Source: an optimization exercise on an open RTL-to-GDS flow (aim: small area and a short achievable clock period). Production flows keep margins and buffers that such runs may drop.
Only simulation tests tie the RTL to the original design; equivalence was not proved.
The clock port is modelled as an ideal driver, which makes a skipped or thinned clock tree look cheaper than it is; a real chip needs a root buffer or a tree.

## conv2d_3x3
module conv2d_3x3 #(
    parameter SIZE  = 32 ,
    WEIGHT = 34,
    LENGHT = 302
) (
    input clk,
    input reset_n,
    input load,
    input en,
    input [SIZE-1:0] in,
    input [SIZE-1:0] k1,
    input [SIZE-1:0] k2,
    input [SIZE-1:0] k3,
    input [SIZE-1:0] k4,
    input [SIZE-1:0] k5,
    input [SIZE-1:0] k6,
    input [SIZE-1:0] k7,
    input [SIZE-1:0] k8,
    input [SIZE-1:0] k9,
    output valid_out,
    output[SIZE-1:0] out
);
==> flow/config.mk <==
export PLATFORM = sky130hd
export DESIGN_NAME = conv2d_3x3
export DESIGN_NICKNAME = conv2d_3x3
export VERILOG_FILES = /design/flow/design.v
export SDC_FILE = /design/flow/constraint.sdc
export NUM_CORES = 8
export LEC_CHECK = 0
export ABC_CLOCK_PERIOD_IN_PS = 9500
export CAP_MARGIN = 20
export CORE_MARGIN = 2
export CORE_UTILIZATION = 45
export PLACE_DENSITY = 0.55
export SLEW_MARGIN = 20
export SYNTH_HIERARCHICAL = 1
==> flow/constraint.sdc <==
create_clock -name core_clock -period 40.0 [get_ports {clk}]
set_input_delay 8.0000 -clock core_clock [delete_from_list [all_inputs] [get_ports {clk}]]
set_output_delay 8.0000 -clock core_clock [all_outputs]
set_load 0.01 [all_outputs]
standard.sh (not shown) runs the stock make flow with config.mk's settings and CLKGATE_MAP_FILE= SYNTH_SCRIPT=/design/flow/synth_recipe.tcl, a recipe that flattens the netlist after the stock synthesis.
==> flow/flow/run.sh <==
#!/bin/bash
# Standard ORFS layout (the standard.sh) with:
#  - timing repair aimed below the design's period: repair_timing treats
#    slack under SETUP_SLACK_MARGIN as a violation (the SDC is the standard flow's);
#  - plain buffers on the ports;
#  - after repair_design, flow/load_tree.tcl rebuilds the buffer tree of the
#    load input as a clustered two-level tree, and puts each output's port
#    buffer and its flip-flop next to the pin;
#  - larger clock-tree sink clusters.
set -euo pipefail
export SETUP_SLACK_MARGIN=30.55
export BUFFER_PORTS_ARGS="-buffer_cell sky130_fd_sc_hd__buf_4"
export POST_RESIZE_TCL=$PWD/flow/load_tree.tcl
export CTS_ARGS="-sink_clustering_enable -repair_clock_nets -sink_clustering_size 25 -sink_clustering_max_diameter 120 -dont_use_dummy_load"
bash standard.sh > flow_make.log 2>&1
Other scripts of this flow, unchanged in this note and not shown: flow/flow/load_tree.tcl
The first run finished with timing, DRC and antenna clean.
==> next run, changes <==
Settings changed: ABC_CLOCK_PERIOD_IN_PS 9500 to unset, CORE_UTILIZATION 45 to 40, PLACE_DENSITY 0.55 to 0.5.
After rerunning:
- worst setup slack got worse by 0.017 ns
- non-clock buffer count decreases by 47
- wire length came out higher by about 3.3%
- clock skew grows by 0.018 ns
- utilization went down by 5.1 points
- global-route usage decreases by 2.0 points
- flip-flop and latch count is unchanged
- first-iteration DRC count is lower by 12%
==> next run, changes <==
Settings changed: CORE_UTILIZATION 40 to 66, PLACE_DENSITY 0.5 to 0.76.
Non-clock buffer count increases by 63.
Count of clock-buffer cells in the layout decreases by 13.
Via count increases by a few percent.
Cell count decreases by roughly a tenth.
Synthesized cell count stays the same.
Core utilization increases by 26 points.
First-iteration DRC count increases by well over a third.
Global-route usage increases by 11 points.
Setup slack gets better by 0.0077 ns.
Cell area decreases slightly.
==> next run, changes <==
--- a/flow/flow/run.sh
+++ b/flow/flow/run.sh
@@ -12,4 +12,4 @@
 export BUFFER_PORTS_ARGS="-buffer_cell sky130_fd_sc_hd__buf_4"
 export POST_RESIZE_TCL=$PWD/flow/load_tree.tcl
-export CTS_ARGS="-sink_clustering_enable -repair_clock_nets -sink_clustering_size 25 -sink_clustering_max_diameter 120 -dont_use_dummy_load"
+export CTS_ARGS="-sink_clustering_enable -repair_clock_nets -sink_clustering_size 25 -sink_clustering_max_diameter 80 -dont_use_dummy_load"
 bash standard.sh > flow_make.log 2>&1
Settings changed: CORE_UTILIZATION 66 to 45, PLACE_DENSITY 0.76 to 0.55.
Outcome: The changed run completed with no timing, DRC or antenna violations; setup slack is about the same; clock skew drops by 0.0037 ns; final cell count grows by about 10%; core utilization fell by 21 points; first-iteration DRC count goes down by 19%; wire length climbs by 6.6%; die area grows by 46%; non-clock buffer count decreases by 24; via count drops by about 2.6%.


Setup of before:
conv2d_3x3, a different RTL version from the one above (not shown whole).
Size in the first run: ~20000 cells after synthesis, ~360 I/O pins.
export LEC_CHECK = 0
export CAP_MARGIN = 20
export CORE_MARGIN = 2
export CORE_UTILIZATION = 45
export PLACE_DENSITY = 0.55
export SLEW_MARGIN = 20
export SYNTH_HIERARCHICAL = 1
create_clock -name core_clock -period 40.0 [get_ports {clk}]
==> flow/flow/run.sh <==
#!/bin/bash
# Standard ORFS layout (the standard.sh) with:
#  - timing repair aimed below the design's period: repair_timing treats
#    slack under SETUP_SLACK_MARGIN as a violation (the SDC is the standard flow's);
#  - plain buffers on the ports;
#  - after repair_design, flow/load_tree.tcl rebuilds the buffer tree of the
#    load input as a clustered two-level tree, and puts each output's port
#    buffer and its flip-flop next to the pin;
#  - larger clock-tree sink clusters.
set -euo pipefail
export SETUP_SLACK_MARGIN=30.55
export BUFFER_PORTS_ARGS="-buffer_cell sky130_fd_sc_hd__buf_4"
export POST_RESIZE_TCL=$PWD/flow/load_tree.tcl
export CTS_ARGS="-sink_clustering_enable -repair_clock_nets -sink_clustering_size 25 -sink_clustering_max_diameter 80 -dont_use_dummy_load"
bash standard.sh > flow_make.log 2>&1
==> flow/flow/load_tree.tcl <==
# Rebuild the buffer tree of the load input as a balanced, clustered tree.
# Sourced after repair_design (POST_RESIZE), before detailed placement.
namespace eval lt {
  variable block
  proc is_buf {inst} {
    return [regexp {__(buf|clkbuf|bufbuf)_[0-9]+$} [[$inst getMaster] getName]]
  }
  proc drv_iterm {net} {
    foreach it [$net getITerms] { if {[$it isOutputSignal]} { return $it } }
    return ""
  }
  # all non-buffer sinks below net, deleting the buffers in between
  proc collect {net sinksVar} {
    upvar $sinksVar sinks
    foreach it [$net getITerms] {
      if {[$it isOutputSignal]} continue
      set inst [$it getInst]
      if {[is_buf $inst]} {
        set onet ""
        foreach o [$inst getITerms] { if {[$o isOutputSignal]} { set onet [$o getNet] } }
        if {$onet ne "" && $onet ne "NULL"} { collect $onet sinks }
        odb::dbInst_destroy $inst
        if {$onet ne "" && $onet ne "NULL"} { odb::dbNet_destroy $onet }
      } else {
        lappend sinks $it
      }
    }
  }
  proc center {inst} {
    set b [$inst getBBox]
    return [list [expr {([$b xMin] + [$b xMax]) / 2}] [expr {([$b yMin] + [$b yMax]) / 2}]]
  }
  # k-means of points {x y}, returns list of cluster index per point
  proc kmeans {pts k} {
    set n [llength $pts]
    set cs {}
    for {set i 0} {$i < $k} {incr i} { lappend cs [lindex $pts [expr {($i * $n) / $k}]] }
    # seed by sorting along x then y bands for a spread start
    set asg [lrepeat $n 0]
    for {set it 0} {$it < 25} {incr it} {
      set asg {}
      foreach p $pts {
        set best 0; set bd 1e30; set j 0
        lassign $p px py
        foreach c $cs {
          lassign $c cx cy
          set d [expr {abs($px - $cx) + abs($py - $cy)}]
          if {$d < $bd} { set bd $d; set best $j }
          incr j
        }
        lappend asg $best
      }
      set sx [lrepeat $k 0.0]; set sy [lrepeat $k 0.0]; set sn [lrepeat $k 0]
      foreach p $pts a $asg {
        lset sx $a [expr {[lindex $sx $a] + [lindex $p 0]}]
        lset sy $a [expr {[lindex $sy $a] + [lindex $p 1]}]
        lset sn $a [expr {[lindex $sn $a] + 1}]
      }
      set ncs {}
      for {set j 0} {$j < $k} {incr j} {
        if {[lindex $sn $j] > 0} {
          lappend ncs [list [expr {int([lindex $sx $j] / [lindex $sn $j])}] [expr {int([lindex $sy $j] / [lindex $sn $j])}]]
        } else { lappend ncs [lindex $cs $j] }
      }
      set cs $ncs
    }
    return [list $asg $cs]
  }
  variable cnt 0
  proc mkbuf {master x y innet outnet} {
    variable block; variable cnt
    incr cnt
    set inst [odb::dbInst_create $block $master "ltbuf_$cnt"]
    $inst setLocation $x $y
    $inst setPlacementStatus PLACED
    [$inst findITerm A] connect $innet
    [$inst findITerm X] connect $outnet
    return $inst
  }
  proc mknet {} {
    variable block; variable cnt
    incr cnt
    set net [odb::dbNet_create $block "ltnet_$cnt"]
    $net setSigType SIGNAL
    return $net
  }
  proc build {port leaf_size fan2 leafcell midcell} {
    variable block
    set block [ord::get_db_block]
    set db [ord::get_db]
    set bt [$block findBTerm $port]
    set pnet [$bt getNet]
    # the input buffer on the port
    set ibuf ""
    foreach it [$pnet getITerms] { set ibuf [$it getInst] }
    set root ""
    foreach o [$ibuf getITerms] { if {[$o isOutputSignal]} { set root [$o getNet] } }
    set sinks {}
    collect $root sinks
    foreach it $sinks { $it disconnect }
    set n [llength $sinks]
    set pts {}
    foreach it $sinks { lappend pts [center [$it getInst]] }
    set k1 [expr {($n + $leaf_size - 1) / $leaf_size}]
    lassign [kmeans $pts $k1] asg cs
    set lm [$db findMaster $leafcell]
    set mm [$db findMaster $midcell]
    # level 2 clustering of leaf buffers
    set k2 [expr {($k1 + $fan2 - 1) / $fan2}]
    lassign [kmeans $cs $k2] asg2 cs2
    set midnets {}
    foreach c $cs2 {
      set net [mknet]
      lassign $c x y
      mkbuf $mm $x $y $root $net
      lappend midnets $net
    }
    set j 0
    foreach c $cs a2 $asg2 {
      set net [mknet]
      lassign $c x y
      mkbuf $lm $x $y [lindex $midnets $a2] $net
      set leafnets($j) $net
      incr j
    }
    foreach it $sinks a $asg { $it connect $leafnets($a) }
    puts "load tree: $n sinks, $k1 leaf buffers ($leafcell), $k2 mid buffers ($midcell)"
  }
}
lt::build load 50 8 sky130_fd_sc_hd__buf_6 sky130_fd_sc_hd__buf_16

# Put each output's port buffer and the flip-flop that drives it next to the
# port's pin, so that the register-to-output paths stay short.
namespace eval lt {
  proc out_regs {} {
    set block [ord::get_db_block]
    set core [$block getCoreArea]
    set cx0 [$core xMin]; set cy0 [$core yMin]; set cx1 [$core xMax]; set cy1 [$core yMax]
    set moved 0
    foreach bt [$block getBTerms] {
      if {[$bt getIoType] ne "OUTPUT"} continue
      set net [$bt getNet]
      set buf ""
      foreach it [$net getITerms] { if {[$it isOutputSignal]} { set buf [$it getInst] } }
      if {$buf eq ""} continue
      set bnet [[$buf findITerm A] getNet]
      set ff ""
      foreach it [$bnet getITerms] { if {[$it isOutputSignal]} { set ff [$it getInst] } }
      if {$ff eq ""} continue
      set bb [$bt getBBox]
      set px [expr {([$bb xMin] + [$bb xMax]) / 2}]
      set py [expr {([$bb yMin] + [$bb yMax]) / 2}]
      # inside the core, a little away from the edge
      set m 4000
      set x [expr {min(max($px, $cx0 + $m), $cx1 - $m - 20000)}]
      set y [expr {min(max($py, $cy0 + $m), $cy1 - $m - 3000)}]
      # direction towards the core: flop one cell further in
      set dx 0; set dy 0
      if {$px <= $cx0} { set dx 6000 } elseif {$px >= $cx1} { set dx -6000 } elseif {$py <= $cy0} { set dy 3000 } else { set dy -3000 }
      $buf setLocation $x $y
      $ff setLocation [expr {$x + $dx}] [expr {$y + $dy}]
      incr moved
    }
    puts "output registers moved next to their pins: $moved"
  }
}
lt::out_regs

# Inputs other than load have time to spare: their port buffers can be the
# smallest buffer (repair_timing sizes them up if a path needs it).
namespace eval lt {
  proc small_inbufs {keep cell} {
    set block [ord::get_db_block]
    set m [[ord::get_db] findMaster $cell]
    set n 0
    foreach bt [$block getBTerms] {
      if {[$bt getIoType] ne "INPUT" || [lsearch $keep [$bt getName]] >= 0} continue
      set net [$bt getNet]
      if {$net eq "NULL"} continue
      foreach it [$net getITerms] {
        set inst [$it getInst]
        if {[regexp {__buf_[0-9]+$} [[$inst getMaster] getName]]} { $inst swapMaster $m; incr n }
      }
    }
    puts "input port buffers set to $cell: $n"
  }
}
lt::small_inbufs {load clk reset_n} sky130_fd_sc_hd__buf_1
### before -> after
diff --git a/flow/flow/run.sh b/flow/flow/run.sh
--- a/flow/flow/run.sh
+++ b/flow/flow/run.sh
@@ -14 +14 @@
-export CTS_ARGS="-sink_clustering_enable -repair_clock_nets -sink_clustering_size 25 -sink_clustering_max_diameter 80 -dont_use_dummy_load"
+export CTS_ARGS="-sink_clustering_enable -repair_clock_nets -sink_clustering_size 25 -sink_clustering_max_diameter 80"
diff --git a/flow/flow/load_tree.tcl b/flow/flow/load_tree.tcl
--- a/flow/flow/load_tree.tcl
+++ b/flow/flow/load_tree.tcl
@@ -130 +130 @@
-lt::build load 50 8 sky130_fd_sc_hd__buf_6 sky130_fd_sc_hd__buf_16
+lt::build load 40 8 sky130_fd_sc_hd__buf_8 sky130_fd_sc_hd__buf_16
==> notes.md <==
Going from before to after, number of buffers created by CTS grows by 5.
before reports its timing endpoint of the critical path as out[19] while after reports out[29].
Going from before to after, net total in the final layout closely matched the old numbers; data required time at the worst endpoint now sits at about the same level; pre-CTS setup slack has decreased.
Comparing before with after, the detailed route wirelength on metal2 came out essentially unchanged.
after and before ended up with roughly the same final worst-path cycle share.
Re worst path setup slack after routing: before was higher than after.
As far as area after synthesis goes, after and before are indistinguishable; the numbers are identical.


cedar:
conv2d_3x3 with an RTL version that a note above also has.
Size in the first run: ~20,000 cells after synthesis, about 360 I/O pins, roughly 0.25 mm² of cells after synthesis.
Settings: LEC_CHECK=0, CAP_MARGIN=20, CORE_MARGIN=2, CORE_UTILIZATION=50, PLACE_DENSITY=0.6, SLEW_MARGIN=20, SYNTH_HIERARCHICAL=1; clock period 40.0 ns.
==> flow/flow/run.sh <==
#!/bin/bash
# Standard ORFS layout (the standard.sh) with:
#  - timing repair aimed below the design's period: repair_timing treats
#    slack under SETUP_SLACK_MARGIN as a violation (the SDC is the standard flow's);
#  - plain buffers on the ports;
#  - after repair_design, flow/load_tree.tcl rebuilds the buffer tree of the
#    load input as a clustered two-level tree, and puts each output's port
#    buffer and its flip-flop next to the pin;
#  - larger clock-tree sink clusters; after CTS, flow/clk_inv.tcl turns the
#    tree's buffers into inverters (an even number per path, so every
#    register still sees the clock unchanged, with less insertion delay).
set -euo pipefail
export SETUP_SLACK_MARGIN=30.85
export BUFFER_PORTS_ARGS="-buffer_cell sky130_fd_sc_hd__buf_4"
export POST_RESIZE_TCL=$PWD/flow/load_tree.tcl
export POST_CTS_TCL=$PWD/flow/clk_inv.tcl
export CTS_ARGS="-sink_clustering_enable -repair_clock_nets -sink_clustering_size 25 -sink_clustering_max_diameter 120 -dont_use_dummy_load"
bash standard.sh > flow_make.log 2>&1
Other scripts of this flow, unchanged in this note and not shown: flow/flow/clk_inv.tcl, flow/flow/load_tree.tcl
cedar | stages: all done | timing, DRC, antenna: all pass
### cedar -> willow
diff --git a/flow/flow/run.sh b/flow/flow/run.sh
--- a/flow/flow/run.sh
+++ b/flow/flow/run.sh
@@ -11,5 +11,5 @@
 #    register still sees the clock unchanged, with less insertion delay).
 set -euo pipefail
-export SETUP_SLACK_MARGIN=30.85
+export SETUP_SLACK_MARGIN=30.80
 export BUFFER_PORTS_ARGS="-buffer_cell sky130_fd_sc_hd__buf_4"
 export POST_RESIZE_TCL=$PWD/flow/load_tree.tcl
==> notes.md <==
- Status: final setup skew parity (cedar, willow)
- The setup slack of willow and that of cedar are within noise of each other.
- Via count: cedar vs willow, no meaningful difference
No run of this note takes its clock network from TritonCTS; it comes from the design's own scripts or RTL.


## v27
Starting RTL as in the previous note.
export LEC_CHECK = 0
export CAP_MARGIN = 20
export CORE_MARGIN = 2
export CORE_UTILIZATION = 50
export PLACE_DENSITY = 0.6
export SLEW_MARGIN = 20
export SYNTH_HIERARCHICAL = 1
create_clock -name core_clock -period 40.0 [get_ports {clk}]
==> flow/flow/run.sh <==
#!/bin/bash
# Standard ORFS layout (the standard.sh) with:
#  - timing repair aimed below the design's period: repair_timing treats
#    slack under SETUP_SLACK_MARGIN as a violation (the SDC is the standard flow's);
#  - plain buffers on the ports;
#  - after repair_design, flow/load_tree.tcl rebuilds the buffer tree of the
#    load input as a clustered two-level tree, and puts each output's port
#    buffer and its flip-flop next to the pin;
#  - larger clock-tree sink clusters; after CTS, flow/clk_inv.tcl turns the
#    tree's first two levels into inverters (two per path, so every
#    register still sees the clock unchanged, with less insertion delay).
set -euo pipefail
export SETUP_SLACK_MARGIN=30.75
export BUFFER_PORTS_ARGS="-buffer_cell sky130_fd_sc_hd__buf_4"
export POST_RESIZE_TCL=$PWD/flow/load_tree.tcl
export POST_CTS_TCL=$PWD/flow/clk_inv.tcl
export CTS_ARGS="-sink_clustering_enable -repair_clock_nets -sink_clustering_size 25 -sink_clustering_max_diameter 120 -dont_use_dummy_load"
bash standard.sh > flow_make.log 2>&1
==> flow/flow/clk_inv.tcl <==
# The clock tree's first two levels (the root buffer and the buffers it
# drives) become inverters: every path from the clock port keeps an even
# number of inversions (two inverters, then buffers), and the inverters'
# single stage shortens the insertion delay of all registers alike.
namespace eval ci {
  proc is_clkbuf {inst} { return [regexp {__clkbuf_[0-9]+$} [[$inst getMaster] getName]] }
  proc outnet {inst} {
    foreach it [$inst getITerms] { if {[$it isOutputSignal]} { return [$it getNet] } }
    return "NULL"
  }
  proc swap {inst cell} {
    set block [ord::get_db_block]
    set db [ord::get_db]
    set inet [[$inst findITerm A] getNet]
    set onet [[$inst findITerm X] getNet]
    lassign [$inst getLocation] x y
    set name [$inst getName]
    odb::dbInst_destroy $inst
    set ni [odb::dbInst_create $block [$db findMaster $cell] "${name}_inv"]
    $ni setLocation $x $y
    $ni setPlacementStatus PLACED
    [$ni findITerm A] connect $inet
    [$ni findITerm Y] connect $onet
  }
  proc run {cell} {
    set block [ord::get_db_block]
    set cnet [[$block findBTerm clk] getNet]
    set roots {}
    foreach it [$cnet getITerms] { lappend roots [$it getInst] }
    if {[llength $roots] != 1 || ![is_clkbuf [lindex $roots 0]]} { puts "clk_inv: clock port does not drive one buffer, nothing done"; return }
    set root [lindex $roots 0]
    set kids {}
    foreach it [[outnet $root] getITerms] {
      if {[$it isOutputSignal]} continue
      set k [$it getInst]
      if {![is_clkbuf $k]} { puts "clk_inv: root drives a non-buffer ([$k getName]), nothing done"; return }
      lappend kids $k
    }
    foreach k $kids {
      foreach it [[outnet $k] getITerms] {
        if {[$it isOutputSignal]} continue
        if {![is_clkbuf [$it getInst]]} { puts "clk_inv: level-2 buffer drives a non-buffer, nothing done"; return }
      }
    }
    swap $root $cell
    foreach k $kids { swap $k $cell }
    puts "clk_inv: root and [llength $kids] level-2 clock buffers replaced by $cell"
  }
}
ci::run sky130_fd_sc_hd__clkinv_16
detailed_placement
check_placement -verbose
estimate_parasitics -placement
repair_timing_helper
detailed_placement
check_placement -verbose
Other scripts of this flow, unchanged in this note and not shown: flow/flow/load_tree.tcl
v27: flow completed, timing, DRC and antenna clean
Changes in v28 relative to v27:
diff --git a/flow/flow/run.sh b/flow/flow/run.sh
--- a/flow/flow/run.sh
+++ b/flow/flow/run.sh
@@ -8,10 +8,7 @@
 #    buffer and its flip-flop next to the pin;
-#  - larger clock-tree sink clusters; after CTS, flow/clk_inv.tcl turns the
-#    tree's first two levels into inverters (two per path, so every
-#    register still sees the clock unchanged, with less insertion delay).
+#  - larger clock-tree sink clusters.
 set -euo pipefail
-export SETUP_SLACK_MARGIN=30.75
+export SETUP_SLACK_MARGIN=30.55
 export BUFFER_PORTS_ARGS="-buffer_cell sky130_fd_sc_hd__buf_4"
 export POST_RESIZE_TCL=$PWD/flow/load_tree.tcl
-export POST_CTS_TCL=$PWD/flow/clk_inv.tcl
 export CTS_ARGS="-sink_clustering_enable -repair_clock_nets -sink_clustering_size 25 -sink_clustering_max_diameter 120 -dont_use_dummy_load"
removed: flow/flow/clk_inv.tcl
==> notes.md <==
Looking at fraction of the cycle the final worst path needs, v28 sits above v27. On v28: ratio of cells with drive above 1 in the final layout is 0.28 points lower than what v27 gave. Compared with v27, v28 shows a detailed-routed wire length on met3 that is 2.1% higher. Higher clock latency on the worst-skew pair was reported by v28, not v27. Setup slack was lower in v28 than in v27.
For v35, these inputs were changed with respect to v28:
diff --git a/flow/flow/run.sh b/flow/flow/run.sh
--- a/flow/flow/run.sh
+++ b/flow/flow/run.sh
@@ -13,2 +13,3 @@
 export POST_RESIZE_TCL=$PWD/flow/load_tree.tcl
+export PRE_GLOBAL_PLACE_TCL=$PWD/flow/pre_gp.tcl
 export CTS_ARGS="-sink_clustering_enable -repair_clock_nets -sink_clustering_size 25 -sink_clustering_max_diameter 120 -dont_use_dummy_load"
==> flow/flow/pre_gp.tcl (new file) <==
# Without timing-driven global placement ORFS keeps the buffers that
# synthesis (abc) inserted; remove them before placement as the
# timing-driven mode does.
remove_buffers
diff --git a/flow/config.mk b/flow/config.mk
--- a/flow/config.mk
+++ b/flow/config.mk
@@ -9,4 +9,5 @@
 export CORE_MARGIN = 2
-export CORE_UTILIZATION = 50
-export PLACE_DENSITY = 0.6
+export CORE_UTILIZATION = 45
+export GPL_TIMING_DRIVEN = 0
+export PLACE_DENSITY = 0.55
 export SLEW_MARGIN = 20
- v35 and v28 all finish clean.
- Changes observed in v35 relative to v28: via count picked up an extra 2342, signed area change from the synthesized netlist to the final layout picked up an extra 4.8 points, diode insertion count for antenna repair picked up an extra 5, inserted tap cell count picked up an extra 773, number of placement rows picked up an extra about 5.4%.
- There was hardly any difference in area fraction of clock buffers and clock inverters between v35 and v28.
- Comparing v35 and v28, the lower design area was measured on v28.
- Post-place setup slack delta (v35 − v28): favourable
- Higher flip-flop and latch share of the layout cell area goes to v28 over v35.

==> static timing again, ports no longer ideal <==
The results above use ideal ports. As a check the final layouts listed here were re-extracted and re-timed, cells and wires unchanged.
Step 1: set_driving_cell puts a clkbuf_16 on clk and a buf_2 on each other input, an assumption about the parent block.
Step 2 moves the port delays by t, midway between the first and last clock arrival at a register: inputs arrive t later, outputs are due t later. That takes back most of the time a late clock gives input paths.
a / b / c = no drivers / after step 1 / after step 2; a / b = the first two.
| run | shift t [ns] | setup slack, ns | worst setup path at the end | worst register clock-pin slew, ns | pins driven straight from the clock port |
|---|---|---|---|---|---|
| the first run of note 1 | 0.998 | 30.540 / 30.412 / 30.186 | input to register | 0.11 / 0.11 | 1 |
| the second run of note 1 | 1.008 | 30.523 / 30.399 / 30.062 | input to register | 0.11 / 0.11 | 1 |
| the third run of note 1 | 0.983 | 30.530 / 30.406 / 30.267 | input to register | 0.11 / 0.11 | 1 |
| the fourth run of note 1 | 1.010 | 30.532 / 30.409 / 30.207 | input to register | 0.10 / 0.10 | 1 |
| before | 0.994 | 30.539 / 30.415 / 30.123 | input to register | 0.11 / 0.11 | 1 |
| after | 1.051 | 30.491 / 30.363 / 30.250 | input to register | 0.10 / 0.10 | 1 |
| cedar | 0.792 | 30.779 / 30.620 / 30.228 | input to register | 0.11 / 0.11 | 1 |
| willow | 0.792 | 30.778 / 30.617 / 30.223 | input to register | 0.11 / 0.11 | 1 |
| v27 | 0.859 | 30.705 / 30.546 / 30.207 | input to register | 0.10 / 0.10 | 1 |
| v28 | 0.980 | 30.542 / 30.426 / 30.207 | input to register | 0.10 / 0.10 | 1 |
| v35 | 0.999 | 30.528 / 30.405 / 30.092 | input to register | 0.11 / 0.11 | 1 |
After both steps setup and hold are still met in every run listed. For willow, which loses most, drivers alone change the setup slack by -0.161 ns; drivers and shift together by -0.555 ns.
